This is an optimization exercise on Yosys and OpenROAD, whose aim is small area and a short achievable clock period, not a production implementation. Only simulation tests tie the RTL to the original design; equivalence was not proved.

==> flow/design.v (excerpt) <==
module ddfs (
    input  logic        clk,
    input  logic        rst_n,
    input  logic [7:0]  freq_i,
    output logic [15:0] sine_o,
    output logic [15:0] cosine_o
);
    logic [15:0] angle;
    cordic_angle_acc ANG_ACC (
        .clk     (clk),
        .rst_n   (rst_n),
        .freq_i  (freq_i),
        .angle_o (angle)
    );
    cordic CORDIC_CORE (
        .clk      (clk),
        .rst_n    (rst_n),
        .angle_i  (angle),
        .sine_o   (sine_o),
        .cosine_o (cosine_o)
    );
endmodule
Size: about 560 flip-flops.
Settings: LEC_CHECK=0, ABC_AREA=1, CAP_MARGIN=20, CORE_MARGIN=2, CORE_UTILIZATION=60, CTS_CLUSTER_DIAMETER=100, CTS_CLUSTER_SIZE=30, PLACE_DENSITY=0.75, SETUP_SLACK_MARGIN=5, SLEW_MARGIN=20; clock period 8.0 ns.
run.sh (not shown) runs the stock make flow with config.mk's settings and CLKGATE_MAP_FILE= SYNTH_SCRIPT=/design/flow/synth_recipe.tcl, a recipe that flattens the netlist after the stock synthesis.
Then changed:
==> flow/flow/run.sh (new file) <==
#!/bin/bash
set -euo pipefail
export BUFFER_PORTS_ARGS="-buffer_cell sky130_fd_sc_hd__buf_4"
export SETUP_SLACK_MARGIN=5.4
bash standard.sh > standard.log 2>&1
==> flow/standard.sh (new file) <==
#!/bin/bash
# synth_recipe.tcl (not shown) runs the flow's synth.tcl, then flattens the netlist and writes it again
# the make line also repeats each setting of config.mk as NAME=value (left out here)
make -C /OpenROAD-flow-scripts/flow DESIGN_CONFIG=/design/flow/config.mk WORK_HOME=/design/flow/orfs CLKGATE_MAP_FILE= SYNTH_SCRIPT=/design/flow/synth_recipe.tcl "${@:-finish}"
--- a/flow/config.mk
+++ b/flow/config.mk
@@ -10,7 +10,6 @@
 export CORE_MARGIN = 2
-export CORE_UTILIZATION = 60
-export CTS_CLUSTER_DIAMETER = 100
+export CORE_UTILIZATION = 45
+export CTS_CLUSTER_DIAMETER = 150
 export CTS_CLUSTER_SIZE = 30
-export PLACE_DENSITY = 0.75
-export SETUP_SLACK_MARGIN = 5
+export PLACE_DENSITY = 0.6
 export SLEW_MARGIN = 20
removed: flow/run.sh
Result:
- The changed run completed with no timing, DRC or antenna violations
- design area came out higher by a few percent
- fmax came out higher by a little under a tenth
- first-iteration DRC count came out higher by a few percent
- routed wire length came out higher by a little under a tenth
- area after synthesis is unchanged
- global-route usage came out lower by 4.9 points
- worst setup slack gets better by 0.21 ns
Then changed:
==> flow/run.sh (new file) <==
#!/bin/bash
# synth_recipe.tcl (not shown) runs the flow's synth.tcl, then flattens the netlist and writes it again
# the make line also repeats each setting of config.mk as NAME=value (left out here)
make -C /OpenROAD-flow-scripts/flow DESIGN_CONFIG=/design/flow/config.mk WORK_HOME=/design/flow/orfs CLKGATE_MAP_FILE= SYNTH_SCRIPT=/design/flow/synth_recipe.tcl finish
--- a/flow/config.mk
+++ b/flow/config.mk
@@ -11,5 +11,5 @@
 export CORE_UTILIZATION = 45
-export CTS_CLUSTER_DIAMETER = 150
-export CTS_CLUSTER_SIZE = 30
+export CTS_BUF_LIST = sky130_fd_sc_hd__clkbuf_8
 export PLACE_DENSITY = 0.6
+export SETUP_SLACK_MARGIN = 5
 export SLEW_MARGIN = 20
removed: flow/flow/run.sh
removed: flow/standard.sh
Result: Count of clock-buffer cells in the layout is higher by 101; flip-flop and latch count does not change; global-route usage is higher by 0.14 points; wire length is lower by 0.75%; area after synthesis stays the same; cell area is lower by 0.48%.
Then changed:
==> flow/flow/run.sh (new file) <==
#!/bin/bash
set -euo pipefail
export BUFFER_PORTS_ARGS="-buffer_cell sky130_fd_sc_hd__buf_4"
export SETUP_SLACK_MARGIN=5.3
bash standard.sh > standard.log 2>&1
==> flow/standard.sh (new file) <==
#!/bin/bash
# synth_recipe.tcl (not shown) runs the flow's synth.tcl, then flattens the netlist and writes it again
# the make line also repeats each setting of config.mk as NAME=value (left out here)
make -C /OpenROAD-flow-scripts/flow DESIGN_CONFIG=/design/flow/config.mk WORK_HOME=/design/flow/orfs CLKGATE_MAP_FILE= SYNTH_SCRIPT=/design/flow/synth_recipe.tcl "${@:-finish}"
--- a/flow/config.mk
+++ b/flow/config.mk
@@ -8,8 +8,8 @@
 export ABC_AREA = 1
-export CAP_MARGIN = 20
+export CAP_MARGIN = 5
 export CORE_MARGIN = 2
 export CORE_UTILIZATION = 45
-export CTS_BUF_LIST = sky130_fd_sc_hd__clkbuf_8
+export CTS_CLUSTER_DIAMETER = 100
+export CTS_CLUSTER_SIZE = 30
 export PLACE_DENSITY = 0.6
-export SETUP_SLACK_MARGIN = 5
-export SLEW_MARGIN = 20
+export SLEW_MARGIN = 5
removed: flow/run.sh
What happened:
- The new run finished clean
- first-iteration DRC count goes up by about 0.4%
- synthesized cell count stays the same
- setup slack is better by 0.23 ns
- fmax goes up by about 9%
Then changed:
==> flow/run.sh (new file) <==
#!/bin/bash
# synth_recipe.tcl (not shown) runs the flow's synth.tcl, then flattens the netlist and writes it again
# the make line also repeats each setting of config.mk as NAME=value (left out here)
make -C /OpenROAD-flow-scripts/flow DESIGN_CONFIG=/design/flow/config.mk WORK_HOME=/design/flow/orfs CLKGATE_MAP_FILE= SYNTH_SCRIPT=/design/flow/synth_recipe.tcl finish
--- a/flow/config.mk
+++ b/flow/config.mk
@@ -8,8 +8,7 @@
 export ABC_AREA = 1
-export CAP_MARGIN = 5
+export CAP_MARGIN = 20
 export CORE_MARGIN = 2
 export CORE_UTILIZATION = 45
-export CTS_CLUSTER_DIAMETER = 100
-export CTS_CLUSTER_SIZE = 30
 export PLACE_DENSITY = 0.6
-export SLEW_MARGIN = 5
+export SETUP_SLACK_MARGIN = 5
+export SLEW_MARGIN = 20
removed: flow/flow/run.sh
removed: flow/standard.sh
What happened: Design area barely changes; sequential share of layout area falls by 0.18 points; first-iteration DRC count is higher by a few percent.

==> static timing again, ports no longer ideal <==
How much do the figures lean on ideal ports? The routed layouts below were timed once more, with nothing changed but the port constraints. Step 1 assumes that a clkbuf_16 drives the clock port and a buf_2 every other input. Step 2 moves the port delays by t, midway between the first and last clock arrival at a register: inputs arrive t later, outputs are due t later. That takes back most of the time a late clock gives input paths. a / b / c = no drivers / after step 1 / after step 2; a / b = the first two.
| run | t, ns | setup slack, ns | hold slack, ns | clock arrival spread, ns | slew at the worst register clock pin (ns) |
|---|---|---|---|---|---|
| the first run | 0.647 | 5.104 / 5.104 / 5.104 | 0.328 / 0.328 / 0.328 | 0.029 / 0.029 | 0.12 / 0.12 |
| the second run | 0.647 | 5.316 / 5.283 / 5.312 | 0.339 / 0.339 / 0.339 | 0.035 / 0.034 | 0.12 / 0.12 |
| the third run | 0.750 | 5.071 / 5.064 / 5.071 | 0.317 / 0.317 / 0.317 | 0.051 / 0.051 | 0.07 / 0.07 |
| the fourth run | 0.678 | 5.302 / 5.269 / 5.296 | 0.329 / 0.329 / 0.329 | 0.024 / 0.024 | 0.12 / 0.12 |
| the fifth run | 0.647 | 5.103 / 5.103 / 5.103 | 0.308 / 0.308 / 0.308 | 0.037 / 0.037 | 0.06 / 0.06 |
After both steps every run listed still meets setup and hold. For the fourth run, which loses most, drivers alone change the setup slack by -0.033 ns; drivers and shift together by -0.006 ns. The worst setup slack also covers recovery checks on asynchronous resets.
